Background: an optimization exercise with open tools, aiming at small area and a short achievable clock period. Do not read the settings as production practice.
No functional check of the RTL was part of any run shown here.
Power is estimated from default activity; no workload was simulated.

==> design/flow/design.v <==
module ALU(clk,operand_a,operand_b,result,opcode,zero_flag);
    input clk;
    input [31:0] operand_a;
    input [31:0] operand_b;
    input [7:0] opcode;
    output reg [31:0] result;
    output reg zero_flag;
    wire valid = ~|opcode[7:3];
    wire [2:0] op = opcode[2:0];
    wire sub = op[0] | op[1];
    wire arith = valid & (op[2:1] == 2'b00);
    wire slt = valid & (op == 3'd6);
    wire kp = valid & ((op == 3'd0) | (op == 3'd3) | (op == 3'd5));
    wire kg = valid & ((op == 3'd1) | (op == 3'd2) | (op == 3'd3));
    wire k0 = valid & ((op == 3'd1) | (op == 3'd4));
    wire [31:0] t = operand_a ^ operand_b;
    wire [31:0] ab = operand_a & operand_b;
    wire [31:0] l = (t & {32{kp}}) | (ab & {32{kg}}) | (~t & ~ab & {32{k0}});
    wire [31:0] p = t ^ {32{sub}};
    wire [31:0] g = operand_a & ~p;
    wire g0c = g[0] | (p[0] & sub);
    wire G0_1 = g[1] | (p[1] & g0c);
    wire P0_1 = p[1] & p[0];
    wire G0_3 = g[3] | (p[3] & g[2]);
    wire P0_3 = p[3] & p[2];
    wire G0_5 = g[5] | (p[5] & g[4]);
    wire P0_5 = p[5] & p[4];
    wire G0_7 = g[7] | (p[7] & g[6]);
    wire P0_7 = p[7] & p[6];
    wire G0_9 = g[9] | (p[9] & g[8]);
    wire P0_9 = p[9] & p[8];
    wire G0_11 = g[11] | (p[11] & g[10]);
    wire P0_11 = p[11] & p[10];
    wire G0_13 = g[13] | (p[13] & g[12]);
    wire P0_13 = p[13] & p[12];
    wire G0_15 = g[15] | (p[15] & g[14]);
    wire P0_15 = p[15] & p[14];
    wire G0_17 = g[17] | (p[17] & g[16]);
    wire P0_17 = p[17] & p[16];
    wire G0_19 = g[19] | (p[19] & g[18]);
    wire P0_19 = p[19] & p[18];
    wire G0_21 = g[21] | (p[21] & g[20]);
    wire P0_21 = p[21] & p[20];
    wire G0_23 = g[23] | (p[23] & g[22]);
    wire P0_23 = p[23] & p[22];
    wire G0_25 = g[25] | (p[25] & g[24]);
    wire P0_25 = p[25] & p[24];
    wire G0_27 = g[27] | (p[27] & g[26]);
    wire P0_27 = p[27] & p[26];
    wire G0_29 = g[29] | (p[29] & g[28]);
    wire P0_29 = p[29] & p[28];
    wire G0_31 = g[31] | (p[31] & g[30]);
    wire P0_31 = p[31] & p[30];
    wire G1_2 = g[2] | (p[2] & G0_1);
    wire P1_2 = p[2] & P0_1;
    wire G1_3 = G0_3 | (P0_3 & G0_1);
    wire P1_3 = P0_3 & P0_1;
    wire G1_6 = g[6] | (p[6] & G0_5);
    wire P1_6 = p[6] & P0_5;
    wire G1_7 = G0_7 | (P0_7 & G0_5);
    wire P1_7 = P0_7 & P0_5;
    wire G1_10 = g[10] | (p[10] & G0_9);
    wire P1_10 = p[10] & P0_9;
    wire G1_11 = G0_11 | (P0_11 & G0_9);
    wire P1_11 = P0_11 & P0_9;
    wire G1_14 = g[14] | (p[14] & G0_13);
    wire P1_14 = p[14] & P0_13;
    wire G1_15 = G0_15 | (P0_15 & G0_13);
    wire P1_15 = P0_15 & P0_13;
    wire G1_18 = g[18] | (p[18] & G0_17);
    wire P1_18 = p[18] & P0_17;
    wire G1_19 = G0_19 | (P0_19 & G0_17);
    wire P1_19 = P0_19 & P0_17;
    wire G1_22 = g[22] | (p[22] & G0_21);
    wire P1_22 = p[22] & P0_21;
    wire G1_23 = G0_23 | (P0_23 & G0_21);
    wire P1_23 = P0_23 & P0_21;
    wire G1_26 = g[26] | (p[26] & G0_25);
    wire P1_26 = p[26] & P0_25;
    wire G1_27 = G0_27 | (P0_27 & G0_25);
    wire P1_27 = P0_27 & P0_25;
    wire G1_30 = g[30] | (p[30] & G0_29);
    wire P1_30 = p[30] & P0_29;
    wire G1_31 = G0_31 | (P0_31 & G0_29);
    wire P1_31 = P0_31 & P0_29;
    wire G2_4 = g[4] | (p[4] & G1_3);
    wire P2_4 = p[4] & P1_3;
    wire G2_5 = G0_5 | (P0_5 & G1_3);
    wire P2_5 = P0_5 & P1_3;
    wire G2_6 = G1_6 | (P1_6 & G1_3);
    wire P2_6 = P1_6 & P1_3;
    wire G2_7 = G1_7 | (P1_7 & G1_3);
    wire P2_7 = P1_7 & P1_3;
    wire G2_12 = g[12] | (p[12] & G1_11);
    wire P2_12 = p[12] & P1_11;
    wire G2_13 = G0_13 | (P0_13 & G1_11);
    wire P2_13 = P0_13 & P1_11;
    wire G2_14 = G1_14 | (P1_14 & G1_11);
    wire P2_14 = P1_14 & P1_11;
    wire G2_15 = G1_15 | (P1_15 & G1_11);
    wire P2_15 = P1_15 & P1_11;
    wire G2_20 = g[20] | (p[20] & G1_19);
    wire P2_20 = p[20] & P1_19;
    wire G2_21 = G0_21 | (P0_21 & G1_19);
    wire P2_21 = P0_21 & P1_19;
    wire G2_22 = G1_22 | (P1_22 & G1_19);
    wire P2_22 = P1_22 & P1_19;
    wire G2_23 = G1_23 | (P1_23 & G1_19);
    wire P2_23 = P1_23 & P1_19;
    wire G2_28 = g[28] | (p[28] & G1_27);
    wire P2_28 = p[28] & P1_27;
    wire G2_29 = G0_29 | (P0_29 & G1_27);
    wire P2_29 = P0_29 & P1_27;
    wire G2_30 = G1_30 | (P1_30 & G1_27);
    wire P2_30 = P1_30 & P1_27;
    wire G2_31 = G1_31 | (P1_31 & G1_27);
    wire P2_31 = P1_31 & P1_27;
    wire G3_8 = g[8] | (p[8] & G2_7);
    wire P3_8 = p[8] & P2_7;
    wire G3_9 = G0_9 | (P0_9 & G2_7);
    wire P3_9 = P0_9 & P2_7;
    wire G3_10 = G1_10 | (P1_10 & G2_7);
    wire P3_10 = P1_10 & P2_7;
    wire G3_11 = G1_11 | (P1_11 & G2_7);
    wire P3_11 = P1_11 & P2_7;
    wire G3_12 = G2_12 | (P2_12 & G2_7);
    wire P3_12 = P2_12 & P2_7;
    wire G3_13 = G2_13 | (P2_13 & G2_7);
    wire P3_13 = P2_13 & P2_7;
    wire G3_14 = G2_14 | (P2_14 & G2_7);
    wire P3_14 = P2_14 & P2_7;
    wire G3_15 = G2_15 | (P2_15 & G2_7);
    wire P3_15 = P2_15 & P2_7;
    wire G3_24 = g[24] | (p[24] & G2_23);
    wire P3_24 = p[24] & P2_23;
    wire G3_25 = G0_25 | (P0_25 & G2_23);
    wire P3_25 = P0_25 & P2_23;
    wire G3_26 = G1_26 | (P1_26 & G2_23);
    wire P3_26 = P1_26 & P2_23;
    wire G3_27 = G1_27 | (P1_27 & G2_23);
    wire P3_27 = P1_27 & P2_23;
    wire G3_28 = G2_28 | (P2_28 & G2_23);
    wire P3_28 = P2_28 & P2_23;
    wire G3_29 = G2_29 | (P2_29 & G2_23);
    wire P3_29 = P2_29 & P2_23;
    wire G3_30 = G2_30 | (P2_30 & G2_23);
    wire P3_30 = P2_30 & P2_23;
    wire G3_31 = G2_31 | (P2_31 & G2_23);
    wire P3_31 = P2_31 & P2_23;
    wire G4_16 = g[16] | (p[16] & G3_15);
    wire P4_16 = p[16] & P3_15;
    wire G4_17 = G0_17 | (P0_17 & G3_15);
    wire P4_17 = P0_17 & P3_15;
    wire G4_18 = G1_18 | (P1_18 & G3_15);
    wire P4_18 = P1_18 & P3_15;
    wire G4_19 = G1_19 | (P1_19 & G3_15);
    wire P4_19 = P1_19 & P3_15;
    wire G4_20 = G2_20 | (P2_20 & G3_15);
    wire P4_20 = P2_20 & P3_15;
    wire G4_21 = G2_21 | (P2_21 & G3_15);
    wire P4_21 = P2_21 & P3_15;
    wire G4_22 = G2_22 | (P2_22 & G3_15);
    wire P4_22 = P2_22 & P3_15;
    wire G4_23 = G2_23 | (P2_23 & G3_15);
    wire P4_23 = P2_23 & P3_15;
    wire G4_24 = G3_24 | (P3_24 & G3_15);
    wire P4_24 = P3_24 & P3_15;
    wire G4_25 = G3_25 | (P3_25 & G3_15);
    wire P4_25 = P3_25 & P3_15;
    wire G4_26 = G3_26 | (P3_26 & G3_15);
    wire P4_26 = P3_26 & P3_15;
    wire G4_27 = G3_27 | (P3_27 & G3_15);
    wire P4_27 = P3_27 & P3_15;
    wire G4_28 = G3_28 | (P3_28 & G3_15);
    wire P4_28 = P3_28 & P3_15;
    wire G4_29 = G3_29 | (P3_29 & G3_15);
    wire P4_29 = P3_29 & P3_15;
    wire G4_30 = G3_30 | (P3_30 & G3_15);
    wire P4_30 = P3_30 & P3_15;
    wire G4_31 = G3_31 | (P3_31 & G3_15);
    wire P4_31 = P3_31 & P3_15;
    wire [32:0] c;
    assign c[0] = sub;
    assign c[1] = g0c;
    assign c[2] = G0_1;
    assign c[3] = G1_2;
    assign c[4] = G1_3;
    assign c[5] = G2_4;
    assign c[6] = G2_5;
    assign c[7] = G2_6;
    assign c[8] = G2_7;
    assign c[9] = G3_8;
    assign c[10] = G3_9;
    assign c[11] = G3_10;
    assign c[12] = G3_11;
    assign c[13] = G3_12;
    assign c[14] = G3_13;
    assign c[15] = G3_14;
    assign c[16] = G3_15;
    assign c[17] = G4_16;
    assign c[18] = G4_17;
    assign c[19] = G4_18;
    assign c[20] = G4_19;
    assign c[21] = G4_20;
    assign c[22] = G4_21;
    assign c[23] = G4_22;
    assign c[24] = G4_23;
    assign c[25] = G4_24;
    assign c[26] = G4_25;
    assign c[27] = G4_26;
    assign c[28] = G4_27;
    assign c[29] = G4_28;
    assign c[30] = G4_29;
    assign c[31] = G4_30;
    assign c[32] = G4_31;
    wire lt = ~c[32];
    wire [31:0] x = arith ? c[31:0] : {1'b0, {31{slt & lt}}};
    always @(posedge clk) begin
        result <= l ^ x;
        zero_flag <= ~|result;
    end
endmodule
==> design/flow/flow/run.sh <==
#!/bin/bash
# Standard ORFS layout, with two changes: Yosys's full/half-adder extraction is
# off (ADDER_MAP_FILE empty) so ABC maps the whole datapath, and the I/O port
# buffers use buf_1 instead of the cell buffer_ports picks by default.
set -euo pipefail
bash standard.sh ADDER_MAP_FILE= "BUFFER_PORTS_ARGS=-buffer_cell sky130_fd_sc_hd__buf_1" finish > standard_flow.log 2>&1
==> design/flow/standard.sh <==
#!/bin/bash
# synth_recipe.tcl (not shown) runs the flow's synth.tcl, then flattens the netlist and writes it again
# the make line also repeats each setting of config.mk as NAME=value (left out here)
make -C /OpenROAD-flow-scripts/flow DESIGN_CONFIG=/design/flow/config.mk WORK_HOME=/design/flow/orfs CLKGATE_MAP_FILE= SYNTH_SCRIPT=/design/flow/synth_recipe.tcl "${@:-finish}"
==> design/flow/config.mk <==
export PLATFORM = sky130hd
export DESIGN_NAME = ALU
export DESIGN_NICKNAME = ALU
export VERILOG_FILES = /design/flow/design.v
export SDC_FILE = /design/flow/constraint.sdc
export NUM_CORES = 4
export LEC_CHECK = 0
export ABC_AREA = 1
export CAP_MARGIN = 20
export CORE_MARGIN = 2
export CORE_UTILIZATION = 40
export SLEW_MARGIN = 20
==> design/flow/constraint.sdc <==
create_clock -name core_clock -period 5.0 [get_ports {clk}]
set_input_delay 1.0000 -clock core_clock [delete_from_list [all_inputs] [get_ports {clk}]]
set_output_delay 1.0000 -clock core_clock [all_outputs]
set_load 0.01 [all_outputs]
==> metrics.yaml, run 1 <==
synthesis:
  yosys.area_share.xor_xnor_pct: 0.828
  yosys_warnings: 1
  synth_nets: 917
  yosys.area_share.simple_pct: 62.2
  syn_avg_cell_area_um2: 5.01
  syn_inst: 844
  synth.distinct_cells: 40
  synth_seq_area_share_pct: 15.6
  synth_top_area_cell: "nand2_1"
  synth_mux_area_share_pct: 0.237
  synth.area.top_cells: "nand2_1 (29%), dfxtp_1 (16%), nand3_1 (13%), inv_1 (11%), nor2_1 (9.8%)"
  ys_ff_latch: 33
  synth_edf_count: 0
  syn_area_um2: 4230
  async_flop_share_pct: 0
  synth-adder-area-share_pct: 0
  ys.flop_type: "dfxtp_1"
  synth_compound_area_share_pct: 5.71
  synth_top_family_by_area: "simple AND/OR/NAND/NOR gates"
  yosysTopAreaCellShare_pct: 29.0
route:
  routed_wl_mm: 11.9
  ant_nets: 0
  drc: 0
  avgRoutedWirePerCell_um: 11.1
  drtPass1Iterations: 4
  viasPerCell: 4.72
  first_iter_violations: 229
  num_vias: 5066
timing:
  setup_viol: 0
  max_freq_mhz: 285
  fin_crit_sh_pct: 70.2
  fin_skew_ps: 3.14
  maxSlewViolCount: 0
  fin_ws_ps: 1490
  rsz0062_at_grt: "no"
  min_period_ps: 3510
  worstMarginPinSlew_ps: 719
  fin_tns_setup_ps: 0
  hold_viol: 0
  slew_headroom_pct: 52.0
critical_path:
  startpoint_type: "input pin"
  arrival_ps: 3710
  end_kind: "flop"
  crit_required_ps: 5200
  crit_path_max_fanout: 62
  crit_type: "input pin to flop"
cells_and_area:
  stdcell_area_um2: 4760
  syn_to_final_growth_pct: 12.5
  diodes: 0
  drive_gt1_share_pct: 4.90
  stdcell_count: 1074
  multi_input_area_um2: 2920
  register_area_um2: 661
  num-nets-final: 1010
  fill_cells: 1213
die:
  die_x_um: 107
  die_area_um2: 11400
  ios: 106
  die_h_um: 107
  start_util_pct: 41.2
  rows: 37
  core-area_um2: 10300
global_route:
  grt_start_max_net_pins: 63
  overflow: 0
  grt_pass1_wl_mm: 19.8
  grt_pass1_vias: 4442
  antenna_found_initial: 0
  track_usage_pct: 21.3
cts:
  worstSkewPairLatency_ps: 300
  root_buffer: "clkbuf_8"
  htreeDepth: 2
  cts_resized: 0
  cts.clk_slew.worst_paths_ps: 80
  post_cts_buffers: 0
  cts_buffers: 5
  cts_tree: "yes"
  hold_buffers: 0
  cts_sinks: 33
  clockBufferDepth: 2
outcome:
  outcome: "no timing/DRC/antenna violations"
placed_design:
  port_buffers: 105
  dp_hpwl_mm: 9.11
  gp_congestion: 0.859
  placed_cells: 1066
  placed_area_um2: 4670
  dp_slack_ps: 1190
run:
  maxCapViolCount: 0
hold_path:
  hold_path_class: "flop to flop"
pwr:
  p_leak_nw: 2.75
  ir_worst_vdd_uv: 84.4
  power_density_nw_per_um2: 160
metrics by stage:
stage               util, %  total power, mW  hold WS [ps]
floorplan                 -            0.481           549
global placement       45.4            0.556           532
detailed placement     45.4            0.554           538
CTS                    46.3            0.770           548
global route           46.3            0.823           582
finish                 46.3            0.762           550
registers in the layout (all words and copies together), names as in the netlist:
register and flops:
zero_flag 1, result 32
cell usage after synthesis, types with 2 or more instances:
library cell / count
a21oi_1: 6
a21oi_2: 2
a31oi_1: 3
and2_1: 3
buf_2: 2
buf_4: 4
buf_6: 8
clkbuf_1: 10
clkinv_1: 2
dfxtp_1: 33
inv_1: 120
inv_2: 7
nand2_1: 327
nand2_2: 4
nand2_4: 4
nand3_1: 107
nand4_1: 4
nor2_1: 111
nor2_2: 2
nor2_4: 2
nor3_1: 33
nor4_1: 8
o211ai_1: 8
o21a_1: 2
o21ai_0: 7
o21ai_2: 4
or2_2: 5
xor2_1: 4
critical path, cell delays in order:
cell and delay [ps]:
buf_1 180, nor2_4 470, buf_4 340, nand3_1 120, and2_1 210, nor2_2 160
nand2_1 100, nor2_1 90, nand2_1 50, nand2_1 80, nand2_1 50, nand2_1 70
inv_2 30, nand2_2 70, nand2_4 340, nand2_1 170, nand2_1 60, nand2_1 60
inv_1 30
logic make-up after synthesis:
group,Yosys count
compound gates,36
xor+xnor,4
buf+inv,153
flops,33
mux,1
simple gates,617
cells in the final DEF (no fill, tap or decap), types with 5 or more instances in the layout:
cell type	n
a21oi_1	6
buf_1	105
buf_4	5
clkbuf_8	5
dfxtp_1	33
inv_1	120
inv_2	7
nand2_1	327
nand3_1	107
nor2_1	111
nor3_1	33
nor4_1	8
o211ai_1	8
o21ai_0	7
or2_2	5
path summary, 6_finish.rpt:
check	from	depth (start not counted)	end	slack [ps]
max	opcode[1]	19	result[12]	1490
max reg2reg	result[16]	3	zero_flag	3700
min reg2reg	result[7]	3	zero_flag	550
min	result[7]	3	zero_flag	550
final cells by class:
cell class              count  share of cell area [%]
multi-input cells         658                    61.5
flip-flops and latches     33                    13.9
inverters                 129                    10.2
repair buffers            110                    9.07
well taps                 136                    3.58
clock buffers               5                    1.45
clock inverters             3                   0.368
per-layer routing:
metal	global-route usage [%]	routed length, um	vias up
met5	0	0	-
met4	5.66	172	0
met3	2.49	556	12
met2	37.8	5570	110
met1	27.4	5620	2130
li1	-	-	2814
power by group:
part           internal [mW]  total, mW  leakage, nW  switching, mW
combinational         0.0892      0.275         2.43          0.186
sequential             0.270      0.274        0.267        0.00347
clock                 0.0963      0.213       0.0439          0.117
==> run 2, diff against run 1 <==
--- a/design/flow/config.mk
+++ b/design/flow/config.mk
@@ -11,2 +11,3 @@
 export CORE_UTILIZATION = 40
+export SETUP_SLACK_MARGIN = 1.8
 export SLEW_MARGIN = 20
==> run 2 against run 1 <==
Sequential power about the same. Wire length up 7.0%. Global-route usage up 0.19 points. Clock skew up 2.3 ps. Total power up 0.99%. Clock-buffer cell count unchanged. Core utilization up 0.88 points. Synthesized cell count unchanged. Via count up 2.3%. First-iteration DRC count up 9.6%. Hold slack better by 2.6 ps. Cell count up 0.47%. Critical endpoint is now result[4]. Largest cell class unchanged.
==> metrics.yaml, run 2 <==
timing:
  slew_headroom_pct: 41.0  # -11 points
  max_freq_mhz: 342  # +20%
  hold_viol: 0  # unchanged
  worstMarginPinSlew_ps: 885  # +165 ps
  setup_viol: 0  # unchanged
  fin_ws_ps: 2080  # +587 ps
  rsz0062_at_grt: "no"
  fin_skew_ps: 5.47  # +2.33 ps
  fin_crit_sh_pct: 58.5  # -12 points
  min_period_ps: 2920  # -587 ps
  maxSlewViolCount: 0  # unchanged
  fin_tns_setup_ps: 0  # unchanged
pwr:
  swShare_pct: 40.5  # +0.28 points
  p_leak_nw: 2.79  # +1.4%
  combPwrFrac_pct: 36.8  # +0.7 points
  power_density_nw_per_um2: 159  # -0.89%
  p_clk_share_pct: 27.7  # -0.3 points
  intPower_uw: 458  # +0.51%
  total_power_uw: 770  # +0.99%
  p_sw_uw: 312  # +1.7%
  ir_worst_vdd_uv: 110  # +30%
  power_frac_seq_pct: 35.6  # -0.3 points
placed_design:
  gp_congestion: 0.859  # unchanged
  dp_slack_ps: 1190  # unchanged
  placed_cells: 1066  # unchanged
  dp_hpwl_mm: 9.11  # unchanged
  port_buffers: 105  # unchanged
route:
  routed_wl_mm: 12.7  # +7.0%
  drc: 0  # unchanged
  wl_met2_mm: 5.84  # +4.8%
  ant_nets: 0  # unchanged
  viasPerCell: 4.80  # +1.8%
  avgRoutedWirePerCell_um: 11.8  # +6.5%
  top_layer: "met4"
  drtPass1Iterations: 5  # +1
  wl_met1_mm: 6.02  # +7.2%
  num_vias: 5180  # +2.3%
  first_iter_violations: 251  # +9.6%
  wl_met3_um: 694  # +25%
die:
  start_util_pct: 41.2  # unchanged
  die_x_um: 107  # unchanged
  ios: 106  # unchanged
  die_h_um: 107  # unchanged
  die_area_um2: 11400  # unchanged
  core-area_um2: 10300  # unchanged
  rows: 37  # unchanged
cts:
  cts_sinks: 33  # unchanged
  cts_buffers: 5  # unchanged
  hold_buffers: 0  # unchanged
  htreeDepth: 2  # unchanged
  clockBufferDepth: 2  # unchanged
  worstSkewPairLatency_ps: 300  # about the same
  cts_tree: "yes"
  root_buffer: "clkbuf_8"
  cts.clk_slew.worst_paths_ps: 80  # about the same
global_route:
  grt_pass1_vias: 4452  # +0.23%
  grt_start_max_net_pins: 63  # unchanged
  track_usage_pct: 21.5  # +0.19 points
  antenna_found_initial: 0  # unchanged
  overflow: 0  # unchanged
  grt_pass1_wl_mm: 20.0  # +0.80%
synthesis:
  yosys_warnings: 1  # unchanged
  synth.area.top_cells: "nand2_1 (29%), dfxtp_1 (16%), nand3_1 (13%), inv_1 (11%), nor2_1 (9.8%)"
  synth_top_area_cell: "nand2_1"
  async_flop_share_pct: 0  # unchanged
  synth.distinct_cells: 40  # unchanged
  yosysTopAreaCellShare_pct: 29.0  # unchanged
  synth_nets: 917  # unchanged
  syn_inst: 844  # unchanged
  synth_seq_area_share_pct: 15.6  # unchanged
  synth_common_cells: "nand2_1 (327), inv_1 (120), nor2_1 (111), nand3_1 (107)"
  ys.flop_type: "dfxtp_1"
  synth_edf_count: 0  # unchanged
  syn_area_um2: 4230  # unchanged
  syn_avg_cell_area_um2: 5.01  # unchanged
  ys_ff_latch: 33  # unchanged
  synth.most_common_cell: "nand2_1"
critical_path:
  arrival_ps: 3120  # -590 ps
  regToRegEndpoint: "zero_flag"
  end_kind: "flop"
  startpoint_type: "input pin"
  cpLargestDelayFamily: "simple AND/OR/NAND/NOR gates"
  cp_slowest_cell: "nand2_4"
  critPathLaunch: "opcode[1]"
  crit_type: "input pin to flop"
  critPathBufInv: 2  # -2
  crit_required_ps: 5190  # about the same
  r2r_cells: 3  # unchanged
  crit_path_max_fanout: 17  # -73%
  cpPeakStageDelay_ps: 210  # -260 ps
  r2r_start: "result[16]"
  r2r_slack_ps: 3690  # about the same
  worst-path-stages: 17  # -2
  path_cells: "clkbuf_2 -> inv_2 -> nand2_4 -> nand2_1 -> nand3_1 -> nand2_1 -> nand2_1 -> nand2_2 -> nand2_1 -> nand2_4 -> nand2_2 -> nand2_4 -> nand3_2 -> nand2_4 -> nand2_4 -> o211ai_1 -> nand2_1"
cells_and_area:
  diodes: 0  # unchanged
  regMostFlops: "result"
  num-nets-final: 1015  # +0.50%
  reg_top3: "result: 32 flops, zero_flag: 1 flops"
  layout_common_cells: "nand2_1 (327), inv_1 (120), nor2_1 (111)"
  syn_to_final_growth_pct: 14.6
  stdcell_count: 1079  # +0.47%
  largest_reg_flops: 32  # unchanged
  layout_commonest_cell: "nand2_1"
  drive_gt1_share_pct: 5.62  # +0.72 points
  final_util_pct: 47.2  # +0.88 points
hold_path:
  hold_depth: 3  # unchanged
  worstHoldEndpoint: "zero_flag"
  min_from: "result[10]"
  hold_path_class: "flop to flop"
outcome:
  outcome: "no timing/DRC/antenna violations"
run:
  maxCapViolCount: 0  # unchanged
[run 2: cell counts after synthesis]
Identical to the previous run, type by type.
[run 2: area by class of cell]
class                      instances  area (um^2)
fill                            1202         5430
clock buffer                       5         68.8
sequential                        33          661
inverter                         129          484
tap                              136          170
multi-input combinational        662         3000
timing repair buffer             111          445
clock inverter                     3         17.5
[run 2: worst reg2reg max path: cells and delay by family (launching register included)]
family	cells	cell delay, ps
AND/OR/NAND/NOR	3	930
flip-flops	1	320
[run 2: cells by family (layout without fill, tap and decap cells)]
group                     after synthesis  count (layout)  synth area share [%]
AOI/OAI and AO/OA                      36              36                  5.71
xor gates and xnor gates                4               4                 0.828
buffers and inverters                 153             248                  15.4
DFF                                    33              33                  15.6
muxes                                   1               1                 0.237
and+or+nand+nor                       617             621                  62.2
[run 2: stage by stage]
stage / area [um^2] / hold slack (ps)
final: 4850 / 553
after floorplan: 4230 / 549
after global placement: 4670 / 532
after detailed placement: 4670 / 538
after global routing: 4850 / 581
after CTS: 4790 / 548
[run 2: layer usage]
layer / track usage (%) / vias up
met4: 5.75 / 0
met5: 0 / -
met2: 38.0 / 136
li1: - / 2834
met1: 27.7 / 2196
met3: 2.49 / 14
[run 2: power by group through the flow]
stage | clock (mW) | sequential [mW] | combinational (mW)
6_report | 0.213 | 0.274 | 0.283
5_1_grt | 0.229 | 0.275 | 0.326
4_1_cts | 0.221 | 0.274 | 0.279
3_5_place_dp | 0 | 0.280 | 0.274
3_3_place_gp | 0 | 0.280 | 0.275
2_1_floorplan | 0 | 0.284 | 0.197
[run 2: worst max-delay path by stage]
stage                     slack, ps          to
final                          2080   result[4]
after global routing           1820  result[30]
after CTS                      1820  result[16]
after detailed placement       1190  result[16]
after global placement         1240   result[0]
after floorplan                2340  result[16]
[run 2: repair_timing]
action,in CTS,in global routing
pin swaps,1,1
cloned,1,3
gates resized for setup,2,6
setup endpoints to repair,32,32
buffers inserted,1,0
==> run 3, diff against run 2 <==
--- a/design/flow/design.v
+++ b/design/flow/design.v
@@ -9,13 +9,6 @@
     wire [2:0] op = opcode[2:0];
-    wire sub = op[0] | op[1];
-    wire arith = valid & (op[2:1] == 2'b00);
-    wire slt = valid & (op == 3'd6);
-    wire kp = valid & ((op == 3'd0) | (op == 3'd3) | (op == 3'd5));
-    wire kg = valid & ((op == 3'd1) | (op == 3'd2) | (op == 3'd3));
-    wire k0 = valid & ((op == 3'd1) | (op == 3'd4));
-    wire [31:0] t = operand_a ^ operand_b;
-    wire [31:0] ab = operand_a & operand_b;
-    wire [31:0] l = (t & {32{kp}}) | (ab & {32{kg}}) | (~t & ~ab & {32{k0}});
-    wire [31:0] p = t ^ {32{sub}};
-    wire [31:0] g = operand_a & ~p;
+    wire sub = (op == 3'd1) | (op == 3'd6);
+    wire [31:0] bx = operand_b ^ {32{sub}};
+    wire [31:0] p = operand_a ^ bx;
+    wire [31:0] g = operand_a & bx;
     wire g0c = g[0] | (p[0] & sub);
@@ -215,6 +208,18 @@
     assign c[32] = G4_31;
+    wire [31:0] sum = p ^ c[31:0];
     wire lt = ~c[32];
-    wire [31:0] x = arith ? c[31:0] : {1'b0, {31{slt & lt}}};
+    reg [31:0] r;
+    always @* begin
+        case (op)
+            3'd0, 3'd1: r = sum;
+            3'd2: r = g;
+            3'd3: r = g | p;
+            3'd4: r = ~(g | p);
+            3'd5: r = p;
+            3'd6: r = {1'b0, {31{lt}}};
+            default: r = 32'b0;
+        endcase
+    end
     always @(posedge clk) begin
-        result <= l ^ x;
+        result <= valid ? r : 32'b0;
         zero_flag <= ~|result;
--- a/design/flow/config.mk
+++ b/design/flow/config.mk
@@ -11,3 +11,2 @@
 export CORE_UTILIZATION = 40
-export SETUP_SLACK_MARGIN = 1.8
 export SLEW_MARGIN = 20
==> run 3 against run 2 <==
Worst setup slack lost 1100 ps. Clock power is essentially flat. First-iteration DRC count grew 57%. Core utilization shrank 1.0 points. Critical path type unchanged. Cell count shrank 1.2%. Clock skew grew 9.0 ps. Still clean. Highest routed layer unchanged.
==> metrics.yaml, run 3 <==
route:
  ant_nets: 0  # unchanged
  num_vias: 5453  # +5.3%
  viasPerCell: 5.12  # +6.6%
  avgRoutedWirePerCell_um: 13.4  # +14%
  routed_wl_mm: 14.3  # +12%
  drtPass1Iterations: 5  # unchanged
  drc: 0  # unchanged
  first_iter_violations: 395  # +57%
hold_path:
  hold_path_class: "flop to flop"
placed_design:
  dp_hpwl_mm: 10.3  # +13%
  gp_congestion: 0.853  # -0.65%
  port_buffers: 105  # unchanged
pwr:
  intPower_uw: 522  # +14%
  swShare_pct: 45.0  # +4.6 points
  p_leak_nw: 2.65  # -5.0%
  power_frac_seq_pct: 28.4  # -7.2 points
  combPwrFrac_pct: 49.3  # +13 points
  ir_worst_vdd_uv: 82.2  # -25%
  power_density_nw_per_um2: 191  # +20%
  p_sw_uw: 427  # +37%
  p_clk_share_pct: 22.3  # -5.4 points
synthesis:
  ys_ff_latch: 33  # unchanged
  synth.most_common_cell: "nand2_1"
  synth_common_cells: "nand2_1 (279), inv_1 (133), nand3_1 (102), nor2_1 (58), a21oi_1 (45)"
  synth_top_area_cell: "nand2_1"
  syn_area_um2: 4420  # +4.5%
  synth_edf_count: 0  # unchanged
  synth_nets: 904  # -1.4%
  synth.distinct_cells: 37  # -7.5%
  syn_avg_cell_area_um2: 5.32  # +6.1%
  async_flop_share_pct: 0  # unchanged
  synth_seq_area_share_pct: 14.9  # -0.67 points
  synth.area.top_cells: "nand2_1 (24%), dfxtp_1 (15%), nand3_1 (12%), inv_1 (11%), a21oi_1 (5.1%)"
  yosysTopAreaCellShare_pct: 23.7  # -5.3 points
  ys.flop_type: "dfxtp_1"
  yosys_warnings: 1  # unchanged
  syn_inst: 831  # -1.5%
die:
  start_util_pct: 40.9  # -0.22 points
  die_h_um: 109  # +2.1%
  die_x_um: 109  # +2.1%
  core-area_um2: 10800  # +5.0%
  ios: 106  # unchanged
  rows: 38  # +2.7%
  die_area_um2: 11900  # +4.3%
cts:
  cts_buffers: 5  # unchanged
  cts_resized: 0  # -2
  htreeDepth: 2  # unchanged
  root_buffer: "clkbuf_8"
  cts_sinks: 33  # unchanged
  worstSkewPairLatency_ps: 310  # about the same
  cts.clk_slew.worst_paths_ps: 60  # -20 ps
  clockBufferDepth: 2  # unchanged
  post_cts_buffers: 0  # -1
  cts_tree: "yes"
  hold_buffers: 0  # unchanged
cells_and_area:
  reg_top3: "result: 32 flops, zero_flag: 1 flops"
  drive_gt1_share_pct: 4.86  # -0.76 points
  layout_commonest_cell: "nand2_1"
  largest_reg_flops: 32  # unchanged
  final_util_pct: 46.2  # -1.0 points
  regMostFlops: "result"
  diodes: 0  # unchanged
  layout_common_cells: "nand2_1 (279), inv_1 (133), buf_1 (105)"
  num-nets-final: 998  # -1.7%
  syn_to_final_growth_pct: 12.7
  fill_cells: 1210  # +0.67%
timing:
  fin_skew_ps: 14.5  # +9.00 ps
  setup_viol: 0  # unchanged
  min_period_ps: 4020  # +1100 ps
  whs_ps: 521  # -31.5 ps
  maxSlewViolCount: 0  # unchanged
  max_freq_mhz: 249  # -27%
  fin_tns_setup_ps: 0  # unchanged
  rsz0062_at_grt: "no"
  fin_crit_sh_pct: 80.4  # +22 points
  worstMarginPinSlew_ps: 1080  # +192 ps
  hold_viol: 0  # unchanged
  slew_headroom_pct: 28.1  # -13 points
critical_path:
  crit_type: "input pin to flop"
  startpoint_type: "input pin"
  crit_required_ps: 5240  # +50 ps
  arrival_ps: 4260  # +1140 ps
  crit_path_max_fanout: 39  # +22
  end_kind: "flop"
global_route:
  track_usage_pct: 24.3  # +2.7 points
  grt_start_max_net_pins: 40  # -37%
  antenna_found_initial: 0  # unchanged
  grt_pass1_vias: 4691  # +5.4%
  overflow: 0  # unchanged
  grt_pass1_wl_mm: 22.7  # +14%
outcome:
  outcome: "no timing/DRC/antenna violations"
run:
  maxCapViolCount: 0  # unchanged
## run 3: power by group through the flow
stage                     registers [mW]  clock network, mW  logic (mW)
final                              0.270              0.211       0.468
after global routing               0.270              0.228       0.535
after CTS                          0.270              0.217       0.464
after detailed placement           0.276                  0       0.461
after global placement             0.276                  0       0.462
after floorplan                    0.278                  0       0.353
## run 3: layout make-up
class	count	area, um^2	share of cell area (%)
Clock inverter	2	10.0	0.201
Timing Repair Buffer	116	477	9.57
Clock buffer	6	72.6	1.46
Inverter	135	507	10.2
Tap cell	140	175	3.52
Sequential cell	33	661	13.3
Multi-Input combinational cell	634	3080	61.8
## run 3: cells by family after synthesis
logic type / after synthesis / share of synthesized area, %
XOR/XNOR: 8 / 1.59
AND/OR/NAND/NOR: 501 / 50.2
AO/OA/AOI/OAI: 125 / 17.7
flip-flops: 33 / 14.9
buffers and inverters: 164 / 15.6
## run 3: layer usage
metal / routed length, um / vias to the layer above / GRT usage, % / part of all wire [%]
met5: 0 / - / 0 / 0
met4: 286 / 0 / 6.78 / 2.0
met3: 1110 / 23 / 2.69 / 7.7
met2: 6390 / 204 / 39.5 / 45
met1: 6540 / 2325 / 33.7 / 46
li1: - / 2901 / - / -
## run 3: final timing paths
path / from / to / slack (ps) / depth (start not counted)
setup / recovery: opcode[2] / result[9] / 980 / 19
hold / removal: result[10] / zero_flag / 520 / 3
setup reg to reg: result[31] / zero_flag / 3620 / 3
hold reg to reg: result[10] / zero_flag / 520 / 3
## run 3: critical path, stage by stage
cell,delay (ps)
buf_1,170
nor2_2,210
nand2_4,230
nand2_4,490
nand2_1,140
nand3_1,200
inv_1,70
nand2_1,90
nand2_1,90
nand2_1,130
nand2_1,140
a21oi_2,220
nand2_2,90
nand2_1,70
nand3_2,360
buf_4,340
nand3_1,90
nand2_1,50
inv_1,70
## run 3: stage by stage
stage	area [um^2]	power [mW]	std cells	setup WS (ps)
after floorplan	4420	0.631	831	1860
after global placement	4900	0.738	1058	697
after detailed placement	4900	0.737	1058	627
after CTS	4980	0.950	1066	944
after global routing	4980	1.03	1066	531
final	4980	0.949	1066	978

## afterwards: timing with drivers on the ports
The results above use ideal ports. As a check the final layouts listed here were re-extracted and re-timed, cells and wires unchanged.
Step 1 (the two cells are an assumption about what drives the block):
set clk [get_ports {clk}]
set_driving_cell -lib_cell sky130_fd_sc_hd__clkbuf_16 $clk
set_driving_cell -lib_cell sky130_fd_sc_hd__buf_2 [delete_from_list [all_inputs] $clk]
Step 2, shift: input delay + t, output delay - t, t = (earliest + latest rising clock arrival at the registers) / 2. This alone moves slack from input paths to output paths.
Slacks: ideal ports / drivers / drivers and shift; pairs: ideal ports / drivers.
run	shift t [ns]	setup WS [ns]	worst register clock-pin slew, ns
run 1	0.325	1.490 / 1.483 / 1.158	0.08 / 0.08
run 2	0.325	2.077 / 2.075 / 1.750	0.08 / 0.08
run 3	0.333	0.978 / 0.985 / 0.652	0.08 / 0.08
After both steps every run listed still meets setup and hold. The setup slack of run 1, which loses most, moves by -0.007 ns with the drivers and by -0.332 ns with both steps.
